Background: an optimization exercise with open tools, aiming at small area. Do not read the settings as production practice.
Where RTL was checked, it was by simulation tests only, not by an equivalence proof against the original.
No activity file was given, so power comes from the tool's default toggle rates.

==> flow/design.v <==
module clk_gen
  #(
    parameter clk_freq = 50000000
  )
  (
  input clk,
  input rst,
  input [16:0] baud,
  output reg tx_clk,
  output reg rx_clk
);
  localparam [8:0] TX_R0 = 9'b000000000, TX_R1 = 9'b000000001, TX_RLAST = 9'b010110110;
  localparam [4:0] RX_R0 = 5'b00000, RX_R1 = 5'b00001, RX_R2 = 5'b00011, RX_RLAST = 5'b10011;
  reg [8:0] tx_r;
  reg [4:0] tx_q;
  reg [4:0] rx_r;
  reg [4:0] rx_q;
  reg tx_w, rx_w;
  wire b4800  = (baud == 17'd4800);
  wire b14400 = (baud == 17'd14400);
  wire b19200 = (baud == 17'd19200);
  wire b38400 = (baud == 17'd38400);
  wire b57600 = (baud == 17'd57600);
  wire b9600  = !(b4800 | b14400 | b19200 | b38400 | b57600);
  wire tx_ge = (b4800  & (tx_q >= 5'd24))
             | (b9600  & (tx_q >= 5'd12))
             | (b14400 & (tx_q >= 5'd8))
             | (b19200 & (tx_q >= 5'd6))
             | (b38400 & (tx_q >= 5'd3))
             | (b57600 & (tx_q >= 5'd2));
  wire rx_r_ge1 = (rx_r != RX_R0);
  wire rx_r_ge3 = (rx_r != RX_R0) && (rx_r != RX_R1) && (rx_r != RX_R2);
  wire rx_ge = (b4800  & ((rx_q > 5'd24) | ((rx_q == 5'd24) & rx_r_ge3)))
             | (b9600  & ((rx_q > 5'd12) | ((rx_q == 5'd12) & rx_r_ge1)))
             | (b14400 & ((rx_q > 5'd8)  | ((rx_q == 5'd8)  & rx_r_ge1)))
             | (b19200 & (rx_q >= 5'd6))
             | (b38400 & (rx_q >= 5'd3))
             | (b57600 & (rx_q >= 5'd2));
  wire tx_wrap = (tx_r == TX_RLAST);
  wire rx_wrap = (rx_r == RX_RLAST);
  always @(posedge clk or posedge rst) begin
    if(rst) begin
      tx_r <= TX_R1;
      tx_q <= 5'd0;
      tx_w <= 1'b0;
      tx_clk <= 1'b0;
      rx_r <= RX_R1;
      rx_q <= 5'd0;
      rx_w <= 1'b0;
      rx_clk <= 1'b0;
    end
    else begin
      tx_clk <= tx_w;
      tx_w <= !tx_w && tx_ge;
      if (tx_w) begin
        tx_r <= TX_R1;
        tx_q <= 5'd0;
      end
      else if (tx_wrap) begin
        tx_r <= TX_R0;
        tx_q <= tx_q + 5'd1;
      end
      else
        tx_r <= {tx_r[7:0], tx_r[8] ~^ tx_r[4]};
      rx_clk <= rx_w;
      rx_w <= !rx_w && rx_ge;
      if (rx_w) begin
        rx_r <= RX_R1;
        rx_q <= 5'd0;
      end
      else if (rx_wrap) begin
        rx_r <= RX_R0;
        rx_q <= rx_q + 5'd1;
      end
      else
        rx_r <= {rx_r[3:0], rx_r[4] ~^ rx_r[2]};
    end
  end
endmodule
module uart_tx(
  input clk,
  input tx_clk,
  input tx_start,
  input rst,
  input [7:0] tx_data,
  input [3:0] length,
  input parity_type,
  input parity_en,
  input stop2,
  output tx,
  output tx_done,
  output tx_err
);
  localparam [3:0] idle            = 4'b0000,
                   start_bit       = 4'b0001,
                   send_first_stop = 4'b0011,
                   send_sec_stop   = 4'b0100,
                   done            = 4'b0101,
                   send_parity     = 4'b0110,
                   send_data       = 4'b1000;
  reg [7:0] tx_reg;
  reg [3:0] state;
  reg [3:0] next_state;
  wire [2:0] last = {1'b1, length[1:0] - 2'd1};
  wire data_end = state[3] && !(state[2:0] < last);
  wire parity_bit = ~parity_type ^ (^tx_data[4:0]) ^ (tx_data[5] & (length[1:0] != 2'b01))
                    ^ (tx_data[6] & (length[1] ~^ length[0])) ^ (tx_data[7] & (length[1:0] == 2'b00));
  always@(posedge clk or posedge rst)begin
    if(rst)
      state <= idle;
    else if(tx_clk)
      state <= next_state;
  end
  always@(posedge clk) begin
    if(tx_clk) begin
      if (state == start_bit)
        tx_reg <= tx_data;
      else if (data_end)
        tx_reg[6] <= parity_bit;
    end
  end
  assign tx = (state[3] || state == send_parity) ? tx_reg[state[2:0]] : (state != start_bit);
  always @(*) begin
    if (state[3]) begin
      if (!data_end)
        next_state = state + 4'd1;
      else if (parity_en)
        next_state = send_parity;
      else
        next_state = send_first_stop;
    end
    else begin
      case (state)
        idle            : next_state = tx_start ? start_bit : idle;
        start_bit       : next_state = send_data;
        send_parity     : next_state = send_first_stop;
        send_first_stop : next_state = stop2 ? send_sec_stop : done;
        send_sec_stop   : next_state = done;
        default         : next_state = idle;
      endcase
    end
  end
  assign tx_done = (state == done);
  assign tx_err  = 1'b0;
endmodule
module uart_rx (
  input clk,
  input rx_clk,
  input rx_start,
  input rst,
  input rx,
  input [3:0] length,
  input parity_type,
  input parity_en,
  input stop2,
  output reg [7:0] rx_out,
  output rx_done,
  output reg rx_error
);
  localparam [2:0] idle             = 3'd0,
                   start_bit        = 3'd1,
                   check_parity     = 3'd3,
                   check_first_stop = 3'd4,
                   check_sec_stop   = 3'd5,
                   done             = 3'd6;
  reg [7:0] datard;
  reg [3:0] count;
  reg in_data;
  reg [2:0] st;
  reg [1:0] bc_hi;
  reg rx_par;
  wire [4:0] bit_count = {bc_hi, st};
  wire [4:0] last = {2'b00, 1'b1, length[1:0] - 2'd1};
  wire [7:0] mask = {length[1:0] == 2'b00, length[1] ~^ length[0], length[1:0] != 2'b01, 5'b11111};
  wire c7 = (count == 4'd7);
  wire c15 = (count == 4'd15);
  always @(posedge clk or posedge rst) begin
    if(rst) begin
      in_data <= 1'b0;
      st <= idle;
      rx_error <= 1'b0;
      rx_out <= 8'd0;
    end
    else if(rx_clk) begin
      if (in_data) begin
        if (c15) begin
          if (bit_count == last) begin
            rx_out <= datard & mask;
            in_data <= 1'b0;
            st <= parity_en ? check_parity : check_first_stop;
          end
          else
            st <= st + 3'd1;
        end
      end
      else begin
        case(st)
          idle : begin
            rx_error <= 1'b0;
            if(rx_start && !rx)
              st <= start_bit;
          end
          start_bit : begin
            if(c7 && rx) begin
              st <= idle;
              rx_error <= 1'b1;
            end
            else if(c15) begin
              in_data <= 1'b1;
              st <= 3'd0;
            end
          end
          check_parity : begin
            if(c7)
              rx_error <= rx ^ rx_par ^ ~parity_type;
            else if(c15)
              st <= check_first_stop;
          end
          check_first_stop : begin
            if(c7)
              rx_error <= !rx;
            else if (c15) begin
              rx_error <= 1'b0;
              st <= stop2 ? check_sec_stop : done;
            end
          end
          check_sec_stop : begin
            if(c7)
              rx_error <= !rx;
            else if (c15) begin
              rx_error <= 1'b0;
              st <= done;
            end
          end
          done : begin
            rx_error <= 1'b0;
            st <= idle;
          end
          default : st <= idle;
        endcase
      end
    end
  end
  assign rx_done = !in_data && (st == done);
  always @(posedge clk) begin
    if(rx_clk) begin
      if (!in_data && st == start_bit)
        bc_hi <= 2'd0;
      else if (in_data && c15 && st == 3'd7)
        bc_hi <= bc_hi + 2'd1;
    end
  end
  always @(posedge clk) begin
    if(rx_clk && in_data && c7) begin
      datard[st] <= rx;
      rx_par <= (st == 3'd0) ? rx : rx_par ^ rx;
    end
  end
  always @(posedge clk) begin
    if(rx_clk) begin
      if (!in_data && st == idle)
        count <= 0;
      else
        count <= count + 4'd1;
    end
  end
endmodule
module uart_top #(
  parameter clk_freq = 50000000
  )
  (
  input clk,
  input rst,
  input tx_start,
  input rx_start,
  input [7:0] tx_data,
  input [16:0] baud,
  input [3:0] length,
  input parity_type,
  input parity_en,
  input stop2,
  output tx_done,
  output rx_done,
  output tx_err,
  output rx_err,
  output [7:0] rx_out
);
  wire tx_clk;
  wire rx_clk;
  wire tx_rx;
  clk_gen #(
    .clk_freq(clk_freq)
  ) clk_dut (
    .clk(clk),
    .rst(rst),
    .baud(baud),
    .tx_clk(tx_clk),
    .rx_clk(rx_clk)
  );
  uart_tx tx_dut (
    .clk        (clk),
    .tx_clk     (tx_clk),
    .tx_start   (tx_start),
    .rst        (rst),
    .tx_data    (tx_data),
    .length     (length),
    .parity_type(parity_type),
    .parity_en  (parity_en),
    .stop2      (stop2),
    .tx         (tx_rx),
    .tx_done    (tx_done),
    .tx_err     (tx_err)
  );
  uart_rx rx_dut(
    .clk        (clk),
    .rx_clk     (rx_clk),
    .rx_start   (rx_start),
    .rst        (rst),
    .rx_out     (rx_out),
    .length     (length),
    .parity_type(parity_type),
    .parity_en  (parity_en),
    .stop2      (stop2),
    .rx         (tx_rx),
    .rx_done    (rx_done),
    .rx_error   (rx_err)
  );
endmodule
export LEC_CHECK = 0
export CAP_MARGIN = 20
export CORE_MARGIN = 2
export CORE_UTILIZATION = 40
export SLEW_MARGIN = 20
create_clock -name core_clock -period 20.0 [get_ports {clk}]
standard.sh (not shown) runs the stock make flow with config.mk's settings and CLKGATE_MAP_FILE= SYNTH_SCRIPT=/design/flow/synth_recipe.tcl, a recipe that flattens the netlist after the stock synthesis.
==> flow/flow/run.sh <==
#!/bin/bash
# Own layout flow: the standard synthesis, its combinational logic re-mapped
# for area (flip-flops kept as they are), then the standard ORFS steps with
# buf_1 port buffers and a clock tree without dummy loads.
# Every tool writes its full output to a log file of its own here.
set -euo pipefail
W=$(pwd)
R=$W/orfs/results/$FLOW_PLATFORM/uart_top/base
LIB=$FLOW_HOME/platforms/$FLOW_PLATFORM/lib/sky130_fd_sc_hd__tt_025C_1v80.lib

# 1. standard synthesis
bash standard.sh synth > $W/log_1_synth_std.log 2>&1

# 2. re-map the combinational logic for area
cp $R/1_2_yosys.v $W/synth_std.v
DU=$(grep -A40 '^export DONT_USE_CELLS' $FLOW_HOME/platforms/$FLOW_PLATFORM/config.mk | grep -o 'sky130_fd_sc_hd__[a-z0-9_]*' | tr '\n' ' ')
REMAP_IN=$W/synth_std.v REMAP_OUT=$W/synth_remap.v REMAP_LIB=$LIB \
  REMAP_ABC=$W/flow/area.abc REMAP_DONT_USE="$DU" \
  yosys -c $W/flow/remap.tcl > $W/log_2_remap.log 2>&1
cp $W/synth_remap.v $R/1_2_yosys.v
rm -f $R/1_synth.odb $R/1_synth.sdc
bash standard.sh synth > $W/log_3_synth_odb.log 2>&1

# 3. the rest of the standard flow
export BUFFER_PORTS_ARGS="-buffer_cell sky130_fd_sc_hd__buf_1"
export CTS_ARGS="-sink_clustering_enable -repair_clock_nets -dont_use_dummy_load"
bash standard.sh > $W/log_4_layout.log 2>&1
Other scripts of this flow, unchanged in this note and not shown: flow/flow/area.abc, flow/flow/remap.tcl
Next try:
--- a/flow/design.v
+++ b/flow/design.v
@@ -85,57 +85,57 @@
   input [7:0] tx_data,
   input [3:0] length,
   input parity_type,
   input parity_en,
   input stop2,
-  output tx,
+  output reg tx,
   output tx_done,
   output tx_err
 );
   localparam [3:0] idle            = 4'b0000,
                    start_bit       = 4'b0001,
+                   send_parity     = 4'b0010,
                    send_first_stop = 4'b0011,
                    send_sec_stop   = 4'b0100,
                    done            = 4'b0101,
-                   send_parity     = 4'b0110,
                    send_data       = 4'b1000;
   reg [7:0] tx_reg;
+  reg parity_bit;
   reg [3:0] state;
   reg [3:0] next_state;
   wire [2:0] last = {1'b1, length[1:0] - 2'd1};
-  wire data_end = state[3] && !(state[2:0] < last);
-  wire parity_bit = ~parity_type ^ (^tx_data[4:0]) ^ (tx_data[5] & (length[1:0] != 2'b01))
+  always@(posedge clk) begin
+    if(tx_clk)
+      parity_bit <= ~parity_type ^ (^tx_data[4:0]) ^ (tx_data[5] & (length[1:0] != 2'b01))
                     ^ (tx_data[6] & (length[1] ~^ length[0])) ^ (tx_data[7] & (length[1:0] == 2'b00));
+  end
   always@(posedge clk or posedge rst)begin
     if(rst)
       state <= idle;
     else if(tx_clk)
       state <= next_state;
   end
   always@(posedge clk) begin
-    if(tx_clk) begin
-      if (state == start_bit)
-        tx_reg <= tx_data;
-      else if (data_end)
-        tx_reg[6] <= parity_bit;
-    end
+    if(tx_clk && state == start_bit)
+      tx_reg <= tx_data;
   end
-  assign tx = (state[3] || state == send_parity) ? tx_reg[state[2:0]] : (state != start_bit);
   always @(*) begin
+    tx = 1'b1;
     if (state[3]) begin
-      if (!data_end)
+      tx = tx_reg[state[2:0]];
+      if (state[2:0] < last)
         next_state = state + 4'd1;
       else if (parity_en)
         next_state = send_parity;
       else
         next_state = send_first_stop;
     end
     else begin
       case (state)
         idle            : next_state = tx_start ? start_bit : idle;
-        start_bit       : next_state = send_data;
-        send_parity     : next_state = send_first_stop;
+        start_bit       : begin tx = 1'b0; next_state = send_data; end
+        send_parity     : begin tx = parity_bit; next_state = send_first_stop; end
         send_first_stop : next_state = stop2 ? send_sec_stop : done;
         send_sec_stop   : next_state = done;
         default         : next_state = idle;
       endcase
     end
Wire length shrinks by 1.3%.
Sequential share of layout area climbs by 0.79 points.
Power grows by 3.0%.
Fmax falls by 3.1%.
Clock power stays flat.
Synthesized area is about the same.
Setup slack got worse by 0.19 ns.
Final cell count drops by 2.3%.
For the second run of this note, only the layout was checked, not whether the RTL still works.

[static timing again, ports no longer ideal]
The results above use ideal ports. As a check the final layouts listed here were re-extracted and re-timed, cells and wires unchanged. Step 1 assumes that a clkbuf_16 drives the clock port and a buf_2 every other input. Step 2 adds t to the input delays and takes it off the output delays; t is the mean of the earliest and latest rising clock arrival at the registers after step 1. Input paths then give back, and output paths get back, about the clock's delay inside the block. Slacks: no drivers / after step 1 / after step 2; pairs: no drivers / after step 1.
run | t, ns | slack for setup (ns) | hold slack, ns | slew at the worst register clock pin (ns)
the first run | 0.358 | 14.027 / 14.037 / 13.678 | 0.465 / 0.465 / 0.465 | 0.08 / 0.08
the second run | 0.354 | 13.835 / 13.843 / 13.489 | 0.481 / 0.481 / 0.481 | 0.08 / 0.08
After both steps setup and hold are still met in every run listed. The setup slack of the first run, which loses most, moves by +0.010 ns with the drivers and by -0.349 ns with both steps.
